This is an optimization exercise on Yosys and OpenROAD, whose aim is small area, a short achievable clock period and few clock cycles per item, not a production implementation. Power and IR drop assume default switching activity.

==> module risc, before the edit <==
module risc (
    input         reset,
    input         clk0,
    input  [31:0] mem_datain,
    output [23:0] paddr,
    output [31:0] mem_dataout,
    output        mem_req,
    output        mem_rdwr,
    output        halted
);
reg  [23:0] pc;     
reg  [31:0] acc;
reg  [31:0] ir;     
reg         e;      
reg         hlt;    
reg         sel;                    
reg         chk;                    
reg         c_jge, c_jne;           
reg         c_sto;                  
reg         c_we;                   
reg         c_ld, c_add, c_sub, c_shr, c_shl;
reg  [3:0]  k;
reg         k_swp;
wire squash = chk & ((c_jge & ~acc[31]) | (c_jne & (|acc)));
assign paddr       = sel ? ir[23:0] : pc;
assign mem_dataout = acc;
assign mem_req     = ~hlt;
assign mem_rdwr    = ~(e & c_sto);
assign halted      = hlt;
wire [7:0] o   = mem_datain[31:24];
wire       def = (o[7:4] == 4'h0);
wire       d_lda = def & (o[3:0] == 4'h0);
wire       d_sto = def & (o[3:0] == 4'h1);
wire       d_add = def & (o[3:0] == 4'h2);
wire       d_sub = def & (o[3:0] == 4'h3);
wire       d_jmp = def & (o[3:0] == 4'h4);
wire       d_jge = def & (o[3:0] == 4'h5);
wire       d_jne = def & (o[3:0] == 4'h6);
wire       d_stp = def & (o[3:0] == 4'h7);
wire       d_shr = def & (o[3:0] == 4'h8);
wire       d_shl = def & (o[3:0] == 4'h9);
wire       d_and = def & (o[3:0] == 4'ha);
wire       d_or  = def & (o[3:0] == 4'hb);
wire       d_xor = def & (o[3:0] == 4'hc);
wire       d_com = def & (o[3:0] == 4'hd);
wire       d_swp = def & (o[3:0] == 4'he);
wire       d_mem = d_lda | d_sto | d_add | d_sub | d_and | d_or | d_xor | d_com | d_swp;
wire [3:0] k_e = {d_lda | d_and | d_or | d_sub,           
                  d_com | d_or | d_xor | d_add,           
                  d_lda | d_or | d_xor | d_add,           
                  d_com | d_sub};                         
localparam [3:0] K_PASS = 4'b1010;                        
wire [31:0] d  = mem_datain;
wire [31:0] dl = (acc & d & {32{k[3]}}) | (acc & ~d & {32{k[2]}})
               | (~acc & d & {32{k[1]}}) | (~acc & ~d & {32{k[0]}});
wire [31:0] ir_n = k_swp ? {d[15:0], d[31:16]} : dl;
wire [31:0] sum;
add32 adder (.a(acc), .p(ir), .ci(c_sub), .s(sum));
wire [31:0] acc_n =
      ({32{c_ld}}  & ir)
    | ({32{c_add}} & sum)
    | ({32{c_shr}} & {1'b0, acc[31:1]})
    | ({32{c_shl}} & {acc[30:0], 1'b0})
    | ({32{~c_we}} & acc);
wire [23:0] paddr1;
inc24 incr (.a(paddr), .s(paddr1));
wire fcyc = ~e & ~hlt;
wire sign_n = c_ld ? ir[31] : c_shr ? 1'b0 : c_shl ? acc[30] : acc[31];
wire nz_n   = c_ld ? |ir : ((|acc[30:1]) | (acc[31] & ~c_shl) | (acc[0] & ~c_shr));
wire d_cj   = d_jge | d_jne;
wire cond_n = (d_jge & ~sign_n) | (d_jne & nz_n);
always @(posedge clk0)
    ir <= ir_n;
always @(posedge clk0) begin
    if (fcyc & ~squash) begin
        c_sto <= d_sto;
        c_sub <= d_sub;
    end
end
always @(posedge clk0 or posedge reset) begin
    if (reset) begin
        k     <= K_PASS;
        k_swp <= 1'b0;
    end else begin
        k     <= (fcyc & ~squash & d_mem & ~d_swp) ? k_e : K_PASS;
        k_swp <= fcyc & ~squash & d_swp;
    end
end
always @(posedge clk0 or posedge reset) begin
    if (reset) begin
        pc    <= 24'h0;
        acc   <= 32'h0;
        e     <= 1'b0;
        hlt   <= 1'b0;
        sel   <= 1'b0; chk   <= 1'b0;
        c_jge <= 1'b0; c_jne <= 1'b0;
        c_we  <= 1'b0;
        c_ld  <= 1'b0; c_add <= 1'b0; c_shr <= 1'b0; c_shl <= 1'b0;
    end else if (e) begin
        e     <= 1'b0;
        sel   <= 1'b0;
    end else if (squash) begin
        pc    <= ir[23:0];
        sel   <= 1'b0; chk   <= 1'b0;
        c_jge <= 1'b0; c_jne <= 1'b0;
        c_we  <= 1'b0;
        c_ld  <= 1'b0; c_add <= 1'b0; c_shr <= 1'b0; c_shl <= 1'b0;
    end else if (~hlt) begin
        pc    <= paddr1;
        acc   <= acc_n;
        e     <= d_mem;
        hlt   <= d_stp;
        sel   <= d_mem | d_jmp | (~c_add & cond_n);
        chk   <= d_cj & c_add;
        c_jge <= d_jge; c_jne <= d_jne;
        c_we  <= d_lda | d_com | d_add | d_sub | d_and | d_or | d_xor | d_swp | d_shr | d_shl;
        c_ld  <= d_lda | d_com | d_and | d_or | d_xor | d_swp;
        c_add <= d_add | d_sub;
        c_shr <= d_shr; c_shl <= d_shl;
    end
end
endmodule
Settings: LEC_CHECK=0, ABC_AREA=1, CAP_MARGIN=20, CORE_MARGIN=2, CORE_UTILIZATION=40, SETUP_SLACK_MARGIN=3.0, SLEW_MARGIN=20; clock period 6.5 ns.
standard.sh (not shown) runs the stock make flow with config.mk's settings and CLKGATE_MAP_FILE= SYNTH_SCRIPT=/design/flow/synth_recipe.tcl, a recipe that flattens the netlist after the stock synthesis.
==> flow/flow/run.sh <==
#!/bin/bash
# Own flow: the standard layout (standard.sh, ORFS make) with the ports
# buffered by the smallest buffer instead of the default delay buffer. The
# resizer still upsizes any port buffer that timing or slew needs.
set -euo pipefail
bash standard.sh BUFFER_PORTS_ARGS="-buffer_cell sky130_fd_sc_hd__buf_1" finish > make_finish.log 2>&1
The first run completed without violations.
Rerun with:
--- a/flow/design.v
+++ b/flow/design.v
@@ -192,32 +192,32 @@
     output [23:0] paddr,
     output [31:0] mem_dataout,
     output        mem_req,
     output        mem_rdwr,
     output        halted
 );
-reg  [23:0] pc;     
+reg  [23:0] ar;     
 reg  [31:0] acc;
 reg  [31:0] ir;     
 reg         e;      
 reg         hlt;    
-reg         sel;                    
-reg         chk;                    
+reg         chk;    
 reg         c_jge, c_jne;           
 reg         c_sto;                  
+reg         c_sub;                  
 reg         c_we;                   
-reg         c_ld, c_add, c_sub, c_shr, c_shl;
+reg         c_ld, c_add, c_shr, c_shl;
 reg  [3:0]  k;
 reg         k_swp;
-wire squash = chk & ((c_jge & ~acc[31]) | (c_jne & (|acc)));
-assign paddr       = sel ? ir[23:0] : pc;
+assign paddr       = ar;
 assign mem_dataout = acc;
 assign mem_req     = ~hlt;
 assign mem_rdwr    = ~(e & c_sto);
 assign halted      = hlt;
-wire [7:0] o   = mem_datain[31:24];
+wire [31:0] d  = mem_datain;
+wire [7:0] o   = d[31:24];
 wire       def = (o[7:4] == 4'h0);
 wire       d_lda = def & (o[3:0] == 4'h0);
 wire       d_sto = def & (o[3:0] == 4'h1);
 wire       d_add = def & (o[3:0] == 4'h2);
 wire       d_sub = def & (o[3:0] == 4'h3);
 wire       d_jmp = def & (o[3:0] == 4'h4);
@@ -229,36 +229,40 @@
 wire       d_and = def & (o[3:0] == 4'ha);
 wire       d_or  = def & (o[3:0] == 4'hb);
 wire       d_xor = def & (o[3:0] == 4'hc);
 wire       d_com = def & (o[3:0] == 4'hd);
 wire       d_swp = def & (o[3:0] == 4'he);
 wire       d_mem = d_lda | d_sto | d_add | d_sub | d_and | d_or | d_xor | d_com | d_swp;
+wire       d_cj  = d_jge | d_jne;
 wire [3:0] k_e = {d_lda | d_and | d_or | d_sub,           
                   d_com | d_or | d_xor | d_add,           
                   d_lda | d_or | d_xor | d_add,           
                   d_com | d_sub};                         
 localparam [3:0] K_PASS = 4'b1010;                        
-wire [31:0] d  = mem_datain;
-wire [31:0] dl = (acc & d & {32{k[3]}}) | (acc & ~d & {32{k[2]}})
-               | (~acc & d & {32{k[1]}}) | (~acc & ~d & {32{k[0]}});
-wire [31:0] ir_n = k_swp ? {d[15:0], d[31:16]} : dl;
+wire fcyc = ~e & ~hlt;
+wire sign_n = c_ld ? ir[31] : c_shr ? 1'b0 : c_shl ? acc[30] : acc[31];
+wire nz_n   = c_ld ? |ir : ((|acc[30:1]) | (acc[31] & ~c_shl) | (acc[0] & ~c_shr));
+wire cond_n = (d_jge & ~sign_n) | (d_jne & nz_n);
+wire squash = chk & ((c_jge & ~acc[31]) | (c_jne & (|acc)));
 wire [31:0] sum;
 add32 adder (.a(acc), .p(ir), .ci(c_sub), .s(sum));
 wire [31:0] acc_n =
       ({32{c_ld}}  & ir)
     | ({32{c_add}} & sum)
     | ({32{c_shr}} & {1'b0, acc[31:1]})
     | ({32{c_shl}} & {acc[30:0], 1'b0})
     | ({32{~c_we}} & acc);
-wire [23:0] paddr1;
-inc24 incr (.a(paddr), .s(paddr1));
-wire fcyc = ~e & ~hlt;
-wire sign_n = c_ld ? ir[31] : c_shr ? 1'b0 : c_shl ? acc[30] : acc[31];
-wire nz_n   = c_ld ? |ir : ((|acc[30:1]) | (acc[31] & ~c_shl) | (acc[0] & ~c_shr));
-wire d_cj   = d_jge | d_jne;
-wire cond_n = (d_jge & ~sign_n) | (d_jne & nz_n);
+wire [23:0] ar1;
+inc24 incr (.a(ar), .s(ar1));
+wire [31:0] dl = (acc & d & {32{k[3]}}) | (acc & ~d & {32{k[2]}})
+               | (~acc & d & {32{k[1]}}) | (~acc & ~d & {32{k[0]}});
+wire        park = fcyc & d_mem;        
+wire [31:0] ir_n = k_swp ? {d[15:0], d[31:16]} :
+                   park  ? {dl[31:24], ar1} : dl;
+wire        jump = d_mem | d_jmp | (d_cj & ~c_add & cond_n);
+wire [23:0] ar_n = (e | squash) ? ir[23:0] : jump ? d[23:0] : ar1;
 always @(posedge clk0)
     ir <= ir_n;
 always @(posedge clk0) begin
     if (fcyc & ~squash) begin
         c_sto <= d_sto;
         c_sub <= d_sub;
@@ -272,35 +276,34 @@
         k     <= (fcyc & ~squash & d_mem & ~d_swp) ? k_e : K_PASS;
         k_swp <= fcyc & ~squash & d_swp;
     end
 end
 always @(posedge clk0 or posedge reset) begin
     if (reset) begin
-        pc    <= 24'h0;
+        ar    <= 24'h0;
         acc   <= 32'h0;
         e     <= 1'b0;
         hlt   <= 1'b0;
-        sel   <= 1'b0; chk   <= 1'b0;
+        chk   <= 1'b0;
         c_jge <= 1'b0; c_jne <= 1'b0;
         c_we  <= 1'b0;
         c_ld  <= 1'b0; c_add <= 1'b0; c_shr <= 1'b0; c_shl <= 1'b0;
     end else if (e) begin
+        ar    <= ar_n;
         e     <= 1'b0;
-        sel   <= 1'b0;
     end else if (squash) begin
-        pc    <= ir[23:0];
-        sel   <= 1'b0; chk   <= 1'b0;
+        ar    <= ar_n;
+        chk   <= 1'b0;
         c_jge <= 1'b0; c_jne <= 1'b0;
         c_we  <= 1'b0;
         c_ld  <= 1'b0; c_add <= 1'b0; c_shr <= 1'b0; c_shl <= 1'b0;
     end else if (~hlt) begin
-        pc    <= paddr1;
+        ar    <= ar_n;
         acc   <= acc_n;
         e     <= d_mem;
         hlt   <= d_stp;
-        sel   <= d_mem | d_jmp | (~c_add & cond_n);
         chk   <= d_cj & c_add;
         c_jge <= d_jge; c_jne <= d_jne;
         c_we  <= d_lda | d_com | d_add | d_sub | d_and | d_or | d_xor | d_swp | d_shr | d_shl;
         c_ld  <= d_lda | d_com | d_and | d_or | d_xor | d_swp;
         c_add <= d_add | d_sub;
         c_shr <= d_shr; c_shl <= d_shl;
Outcome: Clock-buffer cell count goes down by 5; cell count is about the same; sequential share of layout area shrinks by 0.52 points; combinational power grows by 24%; global-route usage goes up by 1.4 points; synthesized area hardly moves; final area came out higher by 0.83%.
Function was not checked in any run of this note: the RTL went through the layout flow alone.

==> port drivers added, routing unchanged <==
The results above use ideal ports. As a check the final layouts listed here were re-extracted and re-timed, cells and wires unchanged.
Step 1 assumes that a clkbuf_16 drives the clock port and a buf_2 every other input.
Step 2, shift: input delay + t, output delay - t, t = (earliest + latest rising clock arrival at the registers) / 2. This alone moves slack from input paths to output paths.
Three values: ideal, step 1, step 2; two values: the first two.
| run | t (ns) | slack for setup (ns) | clock arrival spread, ns | worst data-port slew with drivers (ns) |
|---|---|---|---|---|
| the first run | 0.402 | 3.196 / 3.151 / 3.108 | 0.013 / 0.014 | 0.04 |
| the second run | 0.404 | 3.180 / 3.202 / 2.798 | 0.013 / 0.012 | 0.04 |
After both steps setup and hold are still met in every run listed. The setup slack of the second run, which loses most, moves by +0.022 ns with the drivers and by -0.382 ns with both steps.
